This design comes from an exercise in tuning for small area on the open sky130 flow, not from production work.
Only simulation tests tie the RTL to the original design; equivalence was not proved.
No activity file was given, so power comes from the tool's default toggle rates.

==> module top, before the edit <==
module top(
    input clk,
    input rst,
    output tx,
    input rx,
    output led,
    output led2
    );
reg [3:0] dA;
reg [2:0] dB;
reg [2:0] dC;
reg [3:0] dD;
wire bw = dB[2] & ~dB[1];       
always @(posedge clk) begin
    if (rst) begin
        dA <= 4'b0000;
        dB <= 3'b000;
        dC <= 3'b000;
        dD <= 4'b0011;
    end else begin
        dA <= {dA[2:0], dA[3] ^ ~(dA[0] & ~dA[1] & ~dA[2])};
        dB <= {dB[1:0], ~(dB[1] | dB[2])};
        if (bw)
            dC <= {dC[1:0], ~(dC[1] | dC[2])};
        dD <= {dD[2:0], dD[3] ^ ~(dD[0] & ~dD[1])};
    end
end
wire t16  = bw & dC[2] & ~dC[1] & dD[0] & ~dD[1] & dD[3];
wire tick = t16 & (dA == 4'b1011);
wire t16_3 = ~dB[0] & dB[1] & ~dC[0] & ~dC[2] & ~dD[0] & dD[1] & dD[2];
function qf(input [3:0] q);
    qf = (q[2] ^ q[1]) & ~(q[3] & q[2]);
endfunction
localparam [3:0] Q0 = 4'b0100, Q8 = 4'b1000, Q9 = 4'b0000;
reg act;
reg [3:0] L;
reg [3:0] H;
reg [2:0] adr;       
reg hacc;            
reg lastbit;         
wire l8  = (L == 4'b0100);
wire l9  = (L == 4'b1001);
wire l15 = (L == 4'b1000);
wire smp = act & t16 & l8;
wire h03 = (H == Q0) | (H == 4'b1001) | (H == 4'b0010) | (H == 4'b0101);
wire h47 = (H == 4'b1011) | (H == 4'b0111) | (H == 4'b1110) | (H == 4'b1100);
always @(posedge clk) begin
    if (rst)
        act <= 1'b0;
    else if (!act)
        act <= ~rx;
    else if (smp & (((H == Q0) & rx) | (H == Q9)))
        act <= 1'b0;
    if (!act) begin
        L <= 4'b0000;
        H <= Q0;
    end else if (t16) begin
        L <= {L[2:0], L[3] ^ ~(L[0] & ~L[1] & ~L[2])};
        if (l15)
            H <= {H[2:0], qf(H)};
    end
    if (smp) begin
        lastbit <= rx;
        if (h03)
            adr <= {rx, adr[2:1]};
        if (h03)
            hacc <= 1'b0;
        else if (h47)
            hacc <= hacc | rx;
    end
end
reg gd;              
reg [3:0] rsel;      
wire proc  = act & (H == Q8) & l9 & t16_3;   
wire fend  = smp & (H == Q9);                
wire reply = proc & (gd | ~lastbit);
always @(posedge clk) begin
    if (rst)
        gd <= 1'b0;
    else if (fend)
        gd <= ~gd & lastbit;
    if (proc & ~gd)
        rsel <= hacc ? {~lastbit, 3'b100} : {adr[2], adr[1] & ~adr[0], adr[1], adr[0]};
end
reg [79:0] ring;
reg clr;
wire tap   = ring[0];
wire rmat  = (rsel[3] == dA[3]) & (rsel[2:0] == dB);
wire wr    = gd & rmat & (H[2:0] == dA[2:0]);
wire rin   = wr ? lastbit : (clr ? 1'b0 : tap);
always @(posedge clk) begin
    ring <= {rin, ring[79:1]};
    clr <= rst | (clr & ~t16);
end
reg [3:0] ts;
reg nxt;
reg txo;
always @(posedge clk) begin
    if (reply)
        nxt <= 1'b0;
    else if (ts == Q9)
        nxt <= 1'b1;
    else if ((ts != Q0) & rmat & (ts[2:0] == dA[2:0]))
        nxt <= tap;
    if (rst)
        ts <= Q9;
    else if (reply)
        ts <= Q0;
    else if (tick)
        ts <= {ts[2:0], qf(ts)};
    if (rst | reply)
        txo <= 1'b1;
    else if (tick)
        txo <= nxt;
end
assign tx = txo;
assign led = ~txo;
assign led2 = ~rx;
endmodule
==> flow/config.mk <==
export PLATFORM = sky130hd
export DESIGN_NAME = top
export DESIGN_NICKNAME = top
export VERILOG_FILES = /design/flow/design.v
export SDC_FILE = /design/flow/constraint.sdc
export NUM_CORES = 4
export LEC_CHECK = 0
export CAP_MARGIN = 20
export CORE_MARGIN = 2
export CORE_UTILIZATION = 40
export SLEW_MARGIN = 20
==> flow/constraint.sdc <==
create_clock -name core_clock -period 20.0 [get_ports {clk}]
set_input_delay 4.0000 -clock core_clock [delete_from_list [all_inputs] [get_ports {clk}]]
set_output_delay 4.0000 -clock core_clock [all_outputs]
set_load 0.01 [all_outputs]
standard.sh (not shown) runs the stock make flow with config.mk's settings and CLKGATE_MAP_FILE= SYNTH_SCRIPT=/design/flow/synth_recipe.tcl, a recipe that flattens the netlist after the stock synthesis.
==> flow/flow/run.sh <==
#!/bin/bash
# Own layout flow: the standard flow (standard.sh), with two changes:
# - CTS runs without dummy-load insertion and with small clock buffers only;
# - the port buffers are buf_1 cells instead of clkdlybuf4s50_1.
# make's full output goes to flow.log in the work folder; ORFS keeps each
# step's own log under orfs/logs/.
set -euo pipefail
export CTS_ARGS="-sink_clustering_enable -repair_clock_nets -dont_use_dummy_load -buf_list sky130_fd_sc_hd__clkbuf_4"
export BUFFER_PORTS_ARGS="-buffer_cell sky130_fd_sc_hd__buf_1"
bash standard.sh > flow.log 2>&1
The first run finished clean.
Rerun with:
==> flow/design.v (replaced) <==
`timescale 1ns / 1ps
module top(
    input clk,
    input rst,
    output tx,
    input rx,
    output led,
    output led2
    );
reg [3:0] dA;
reg [2:0] dB;
reg [2:0] dC;
reg [3:0] dD;
wire bw = dB[2] & ~dB[1];       
always @(posedge clk) begin
    if (rst) begin
        dA <= 4'b0000;
        dB <= 3'b000;
        dC <= 3'b000;
        dD <= 4'b0011;
    end else begin
        dA <= {dA[2:0], dA[3] ^ ~(dA[0] & ~dA[1] & ~dA[2])};
        dB <= {dB[1:0], ~(dB[1] | dB[2])};
        if (bw)
            dC <= {dC[1:0], ~(dC[1] | dC[2])};
        dD <= {dD[2:0], dD[3] ^ ~(dD[0] & ~dD[1])};
    end
end
wire t16  = bw & dC[2] & ~dC[1] & dD[0] & ~dD[1] & dD[3];
wire tick = t16 & (dA == 4'b1011);
wire t16_3 = ~dB[0] & dB[1] & ~dC[0] & ~dC[2] & ~dD[0] & dD[1] & dD[2];
reg act;
reg [3:0] L;
reg [3:0] H;
reg [2:0] adr;       
reg hacc;            
reg lastbit;         
wire l8  = (L == 4'b0100);
wire l9  = (L == 4'b1001);
wire l15 = (L == 4'b1000);
wire smp = act & t16 & l8;
always @(posedge clk) begin
    if (rst)
        act <= 1'b0;
    else if (!act)
        act <= ~rx;
    else if (smp & (((H == 4'h0) & rx) | (H == 4'h9)))
        act <= 1'b0;
    if (!act) begin
        L <= 4'b0000;
        H <= 4'h0;
    end else if (t16) begin
        L <= {L[2:0], L[3] ^ ~(L[0] & ~L[1] & ~L[2])};
        if (l15)
            H <= H + 4'h1;
    end
    if (smp) begin
        lastbit <= rx;
        if (H <= 4'h3)
            adr <= {rx, adr[2:1]};
        if (H <= 4'h3)
            hacc <= 1'b0;
        else if (H <= 4'h7)
            hacc <= hacc | rx;
    end
end
reg gd;              
reg [3:0] rsel;      
wire proc  = act & (H == 4'h8) & l9 & t16_3;   
wire fend  = smp & (H == 4'h9);                
wire reply = proc & (gd | ~lastbit);
always @(posedge clk) begin
    if (rst)
        gd <= 1'b0;
    else if (fend)
        gd <= ~gd & lastbit;
    if (proc & ~gd)
        rsel <= hacc ? {~lastbit, 3'b100} : {adr[2], adr[1] & ~adr[0], adr[1], adr[0]};
end
reg [79:0] ring;
reg clr;
wire tap   = ring[0];
wire rmat  = (rsel[3] == dA[3]) & (rsel[2:0] == dB);
wire wr    = gd & ~(H == 4'h9) & rmat & (H[2:0] == dA[2:0]);
wire rin   = wr ? lastbit : (clr ? 1'b0 : tap);
always @(posedge clk) begin
    ring <= {rin, ring[79:1]};
    clr <= rst | (clr & ~t16);
end
reg [3:0] ts;        
reg nxt;
reg txo;
always @(posedge clk) begin
    if (rmat & (ts[2:0] == dA[2:0]))
        nxt <= tap;
    if (rst) begin
        ts <= 4'hf;
        txo <= 1'b1;
    end else if (reply) begin
        ts <= 4'h0;
        txo <= 1'b1;
    end else if (tick) begin
        if (ts == 4'ha)
            ts <= 4'hf;
        else if (ts != 4'hf)
            ts <= ts + 4'h1;
        if (ts == 4'h0)
            txo <= 1'b0;
        else if (ts <= 4'h8)
            txo <= nxt;
        else
            txo <= 1'b1;
    end
end
assign tx = txo;
assign led = ~txo;
assign led2 = ~rx;
endmodule
The new run finished clean.
Final area goes up by 1.6%.
Power barely changes.
Setup slack is worse by 11 ps.
Die area goes up by 0.97%.
Wire length goes up by 3.7%.
Non-clock buffer count stays the same.
Sequential cell count is unchanged.
Clock-buffer cell count does not change.
Global-route usage goes up by 0.12 points.
Area after synthesis goes up by 1.0%.
Cell count goes up by 3.2%.
Synthesized cell count goes up by 3.1%.

[what the ideal ports hide]
The flow's constraints put no driver on any port. The routed layouts listed below were extracted and timed again, unchanged, in two steps. Step 1 (the two cells are an assumption about what drives the block):
set clk [get_ports {clk}]
set_driving_cell -lib_cell sky130_fd_sc_hd__clkbuf_16 $clk
set_driving_cell -lib_cell sky130_fd_sc_hd__buf_2 [delete_from_list [all_inputs] $clk]
Step 2, shift: input delay + t, output delay - t, t = (earliest + latest rising clock arrival at the registers) / 2. This alone moves slack from input paths to output paths. Slacks: ideal ports / drivers / drivers and shift; pairs: ideal ports / drivers.
| run | t, ns | slack for setup (ns) | clock arrival spread, ns | worst slew at a driven data input, ns | cell pins on the clock port's net |
|---|---|---|---|---|---|
| the first run | 0.497 | 11.644 / 11.624 / 11.624 | 0.052 / 0.053 | 0.03 | 1 |
| the second run | 0.493 | 11.633 / 11.613 / 11.613 | 0.061 / 0.060 | 0.03 | 1 |
After both steps every run listed still meets setup and hold.
